This design comes from an exercise in tuning for small area, a short achievable clock period and few clock cycles per item on the open sky130 flow, not from production work.

build 49:
==> flow/design.v <==
module rsa #(
    parameter WIDTH = 32,
    parameter E_BITS = 32
)(
    input  wire                   clk,
    input  wire                   rst,
    input  wire                   start,
    input  wire [WIDTH-1:0]       M,
    input  wire [E_BITS-1:0]      E,
    input  wire [WIDTH-1:0]       N,
    input  wire [WIDTH-1:0]       N_INV,
    input  wire [WIDTH-1:0]       R2_MOD_N,
    output wire [WIDTH-1:0]       C,
    output reg                    done
);
    localparam K  = 4;           
    localparam W  = 38;          
    localparam AW = 34;          
    localparam PH_IDLE = 3'd0, PH_C1 = 3'd1, PH_C2 = 3'd2,
               PH_SQ = 3'd4, PH_MUL = 3'd5, PH_FIN = 3'd6;
    reg  [2:0]    ph;
    reg           it;          
    reg  [3:0]    j;           
    reg  [32:0]   res;         
    reg  [32:0]   mr;          
    reg  [AW-1:0] s, c;        
    reg           cin;         
    reg  [K-1:0]  a;           
    reg  [4:0]    idx;         
    reg           ebit;        
    reg           ez;          
    reg           isn;         
    reg  [3:0]    npr;         
    assign C = res[31:0];
    reg  [3:0] np;
    always @(*) begin
        case (N[3:1])
            3'd0: np = 4'd15;
            3'd1: np = 4'd5;
            3'd2: np = 4'd3;
            3'd3: np = 4'd9;
            3'd4: np = 4'd7;
            3'd5: np = 4'd13;
            3'd6: np = 4'd11;
            default: np = 4'd1;
        endcase
    end
    reg [4:0] lead;
    integer i;
    always @(*) begin
        lead = 5'd0;
        for (i = 0; i < 32; i = i + 1)
            if (E[i]) lead = i[4:0];
    end
    reg  [3:0] t;              
    wire [3:0] u = s[3:0] + c[3:0] + {3'b0, cin} + t;
    wire [3:0] q = u * npr;
    wire [W-1:0] b0 = a[0] ? {5'b0, res}        : {W{1'b0}};
    wire [W-1:0] b1 = a[1] ? {4'b0, res, cin}   : {{(W-1){1'b0}}, cin};
    wire [W-1:0] b2 = a[2] ? {3'b0, res, 2'b0}  : {W{1'b0}};
    wire [W-1:0] b3 = a[3] ? {2'b0, res, 3'b0}  : {W{1'b0}};
    wire [W-1:0] n0 = q[0] ? {6'b0, N}          : {W{1'b0}};
    wire [W-1:0] n1 = q[1] ? {5'b0, N, 1'b0}    : {W{1'b0}};
    wire [W-1:0] n2 = q[2] ? {4'b0, N, 2'b0}    : {W{1'b0}};
    wire [W-1:0] n3 = q[3] ? {3'b0, N, 3'b0}    : {W{1'b0}};
    wire [W-1:0] s0 = {4'b0, s};
    wire [W-1:0] c0 = {4'b0, c};
    wire [W-1:0] l1a_s = s0 ^ c0 ^ b0;
    wire [W-1:0] l1a_c = ((s0 & c0) | (s0 & b0) | (c0 & b0)) << 1;
    wire [W-1:0] l1b_s = b1 ^ b2 ^ b3;
    wire [W-1:0] l1b_c = ((b1 & b2) | (b1 & b3) | (b2 & b3)) << 1;
    wire [W-1:0] l2_s  = l1a_s ^ l1a_c ^ l1b_s;
    wire [W-1:0] l2_c  = ((l1a_s & l1a_c) | (l1a_s & l1b_s) | (l1a_c & l1b_s)) << 1;
    wire [W-1:0] l3_s  = l2_s ^ l2_c ^ l1b_c;
    wire [W-1:0] l3_c  = ((l2_s & l2_c) | (l2_s & l1b_c) | (l2_c & l1b_c)) << 1;
    wire [W-1:0] l4a_s = l3_s ^ l3_c ^ n0;
    wire [W-1:0] l4a_c = ((l3_s & l3_c) | (l3_s & n0) | (l3_c & n0)) << 1;
    wire [W-1:0] l4b_s = n1 ^ n2 ^ n3;
    wire [W-1:0] l4b_c = ((n1 & n2) | (n1 & n3) | (n2 & n3)) << 1;
    wire [W-1:0] l5_s  = l4a_s ^ l4a_c ^ l4b_s;
    wire [W-1:0] l5_c  = ((l4a_s & l4a_c) | (l4a_s & l4b_s) | (l4a_c & l4b_s)) << 1;
    wire [W-1:0] l6_s  = l5_s ^ l5_c ^ l4b_c;
    wire [W-1:0] l6_c  = ((l5_s & l5_c) | (l5_s & l4b_c) | (l5_c & l4b_c)) << 1;
    wire cin_n = |l6_c[K-1:1];
    wire [AW-1:0] sum = s + c + {{(AW-1){1'b0}}, cin};
    wire [3:0] jn = j + 4'd1;
    wire [35:0] res_w = {3'b0, res};
    wire [35:0] mr_w  = {3'b0, mr};
    reg  [3:0] res_d, mr_d;
    always @(*) begin
        case (jn)
            4'd1: begin res_d = res_w[7:4];   mr_d = mr_w[7:4];   end
            4'd2: begin res_d = res_w[11:8];  mr_d = mr_w[11:8];  end
            4'd3: begin res_d = res_w[15:12]; mr_d = mr_w[15:12]; end
            4'd4: begin res_d = res_w[19:16]; mr_d = mr_w[19:16]; end
            4'd5: begin res_d = res_w[23:20]; mr_d = mr_w[23:20]; end
            4'd6: begin res_d = res_w[27:24]; mr_d = mr_w[27:24]; end
            4'd7: begin res_d = res_w[31:28]; mr_d = mr_w[31:28]; end
            4'd8: begin res_d = res_w[35:32]; mr_d = mr_w[35:32]; end
            default: begin res_d = 4'd0; mr_d = 4'd0; end
        endcase
    end
    wire last = (ph == PH_C1) ? (j == 4'd13) : (j == 4'd8);
    wire idx0 = (idx == 5'd0);
    reg [2:0] ph_nx;
    always @(*) begin
        case (ph)
            PH_C1:   ph_nx = PH_C2;
            PH_C2:   ph_nx = (ez | idx0) ? PH_FIN : PH_SQ;
            PH_SQ:   ph_nx = ebit ? PH_MUL : (idx0 ? PH_FIN : PH_SQ);
            PH_MUL:  ph_nx = idx0 ? PH_FIN : PH_SQ;
            default: ph_nx = PH_IDLE;
        endcase
    end
    wire idx_dec = (ph == PH_C2 || ph == PH_MUL || (ph == PH_SQ && !ebit)) && !idx0;
    always @(posedge clk) begin
        if (rst) begin
            ph   <= PH_IDLE;
            it   <= 1'b0;
            done <= 1'b0;
        end else begin
            done <= 1'b0;
            if (ph == PH_IDLE) begin
                if (start) begin
                    ph <= PH_C1;
                    it <= 1'b1;
                end
            end else if (it) begin
                if (last) it <= 1'b0;
            end else begin
                ph   <= ph_nx;
                it   <= (ph != PH_FIN);
                done <= (ph == PH_FIN);
            end
        end
    end
    reg [3:0]  a_nx;
    reg [32:0] res_nx;
    always @(*) begin
        a_nx   = a;
        res_nx = res;
        if (ph == PH_IDLE) begin
            res_nx = {1'b0, R2_MOD_N};
            a_nx   = R2_MOD_N[3:0];
        end else if (it) begin
            case (ph)
                PH_C1, PH_SQ: a_nx = res_d;
                PH_C2:        a_nx = ez ? 4'd0 : mr_d;
                PH_MUL:       a_nx = mr_d;
                default:      a_nx = 4'd0;
            endcase
        end else begin
            case (ph)
                PH_C1: begin
                    res_nx = ez ? sum[32:0] : mr;
                    a_nx   = ez ? 4'd1 : sum[3:0];
                end
                PH_C2: begin
                    res_nx = sum[32:0];
                    a_nx   = (ph_nx == PH_FIN) ? 4'd1 : sum[3:0];
                end
                PH_SQ: begin
                    res_nx = sum[32:0];
                    a_nx   = ebit ? mr[3:0] : ((ph_nx == PH_FIN) ? 4'd1 : sum[3:0]);
                end
                PH_MUL: begin
                    res_nx = sum[32:0];
                    a_nx   = (ph_nx == PH_FIN) ? 4'd1 : sum[3:0];
                end
                default: begin    
                    res_nx = isn ? 33'd0 : sum[32:0];
                end
            endcase
        end
    end
    always @(posedge clk) begin
        npr  <= np;
        ebit <= E[idx];
        isn  <= (res == {1'b0, N});
        a    <= a_nx;
        res  <= res_nx;
        t    <= a_nx * res_nx[3:0];
        if (ph == PH_IDLE || !it) begin
            s   <= {AW{1'b0}};
            c   <= {AW{1'b0}};
            cin <= 1'b0;
            j   <= 4'd0;
        end else begin
            s   <= l6_s[W-1:K];
            c   <= l6_c[W-1:K];
            cin <= cin_n;
            j   <= jn;
        end
        if (ph == PH_IDLE) begin
            mr  <= {1'b0, M};
            idx <= lead;
            ez  <= ~|E;
        end else if (!it) begin
            if (idx_dec) idx <= idx - 5'd1;
            if (ph == PH_C1 || ph == PH_C2) mr <= sum[32:0];
        end
    end
endmodule
Settings: LEC_CHECK=0, CAP_MARGIN=20, CORE_MARGIN=2, CORE_UTILIZATION=40, PLACE_DENSITY=0.6, SLEW_MARGIN=20; clock period 15.0 ns.
run.sh (not shown) runs the stock make flow with config.mk's settings and CLKGATE_MAP_FILE= SYNTH_SCRIPT=/design/flow/synth_recipe.tcl, a recipe that flattens the netlist after the stock synthesis.
Input changes introduced in build 81 (baseline for comparison: build 49):
- ABC_CLOCK_PERIOD_IN_PS: unset -> 5000
- CTS_BUF_LIST: unset -> sky130_fd_sc_hd__clkbuf_4 sky130_fd_sc_hd__clkbuf_8
- CORE_UTILIZATION: 40 -> 60
- PLACE_DENSITY: 0.6 -> 0.7
==> flow/flow/run.sh (new file) <==
#!/bin/bash
# Standard layout (the standard.sh: standard synthesis, floorplan, place,
# CTS, route) with two changes to how it is made:
#  - ORFS's repair_timing is asked for 10.5 ns of setup margin instead of 0, so
#    that it also shortens paths that already meet the 15 ns clock;
#  - the port buffers that global placement inserts use sky130_fd_sc_hd__buf_2.
# The SDC and the clock period are the standard flow's. Make's output goes to make_finish.log.
set -euo pipefail
bash standard.sh SETUP_SLACK_MARGIN=10.5 'BUFFER_PORTS_ARGS=-buffer_cell sky130_fd_sc_hd__buf_2' finish > make_finish.log 2>&1
==> flow/standard.sh (new file) <==
#!/bin/bash
# synth_recipe.tcl (not shown) runs the flow's synth.tcl, then flattens the netlist and writes it again
# the make line also repeats each setting of config.mk as NAME=value (left out here)
make -C /OpenROAD-flow-scripts/flow DESIGN_CONFIG=/design/flow/config.mk WORK_HOME=/design/flow/orfs CLKGATE_MAP_FILE= SYNTH_SCRIPT=/design/flow/synth_recipe.tcl "${@:-finish}"
removed: flow/run.sh
==> comparison <==
Re global-route usage: build 81 is 9.7 points up on build 49.
Taking build 49 as the reference, in build 81 highest fanout seen on the critical path fell about 17%; sequential share of layout area rose 0.99 points; synthesis-to-layout area growth fell 5.2 points.
For build 88, these inputs were changed with respect to build 81:
- CORE_UTILIZATION now 40, was 60
- CTS_BUF_LIST no longer set, was sky130_fd_sc_hd__clkbuf_4 sky130_fd_sc_hd__clkbuf_8
- PLACE_DENSITY now 0.6, was 0.7
==> flow/flow/run.sh <==
#!/bin/bash
# Standard layout (the standard.sh: standard synthesis, floorplan, place,
# CTS, route), with ORFS's repair_timing asked for 10 ns of setup margin
# instead of 0, so that it also shortens paths that already meet the 15 ns
# clock. The SDC and clock period are the standard flow's.
set -euo pipefail
bash standard.sh SETUP_SLACK_MARGIN=10 finish > make_finish.log 2>&1
### Flow results
- Every stage of the flow completed for build 88, and the final layout passed the timing, DRC and antenna checks.
- Measured against build 88, the standard cell area after detailed placement of build 81 comes out at 0.949 times the reference value.
- Build 81 → build 88: total global routing track utilization dropped 9.5 points.
- Build 88 ended up with a higher share of final layout cell area taken by clock buffers and inverters than build 81 did.
- Re total detailed-routing wirelength: build 88 is about 9% up on build 81.
- The total core area in build 88 was higher than what build 81 gave.
- Re standard-cell row count: build 88 and build 81 aren't equal, and the lower value belongs to build 81.
- Maximum number of pins on one net before global-route repair is higher on build 81
- The run showing the smaller fraction of layout cells with a size suffix above 1 is build 88.
No run of this note included a check of the RTL's function; only the layout flow was run.

==> port drivers added, routing unchanged <==
The flow's constraints put no driver on any port. The routed layouts listed below were extracted and timed again, unchanged, in two steps. Step 1: set_driving_cell puts a clkbuf_16 on clk and a buf_2 on each other input, an assumption about the parent block. Step 2 moves the port delays by t, midway between the first and last clock arrival at a register: inputs arrive t later, outputs are due t later. That takes back most of the time a late clock gives input paths. Slacks: no drivers / after step 1 / after step 2; pairs: no drivers / after step 1.
| run | t (ns) | setup slack, ns | worst setup path after step 2 | worst register clock-pin slew, ns |
|---|---|---|---|---|
| build 49 | 0.497 | 9.001 / 9.001 / 9.001 | register to register | 0.08 / 0.08 |
| build 81 | 0.519 | 9.390 / 9.390 / 9.390 | register to register | 0.11 / 0.11 |
| build 88 | 0.490 | 9.346 / 9.346 / 9.289 | input to register | 0.08 / 0.08 |
After both steps setup and hold are still met in every run listed. For build 88, which loses most, drivers alone change the setup slack by 0.000 ns; drivers and shift together by -0.057 ns.
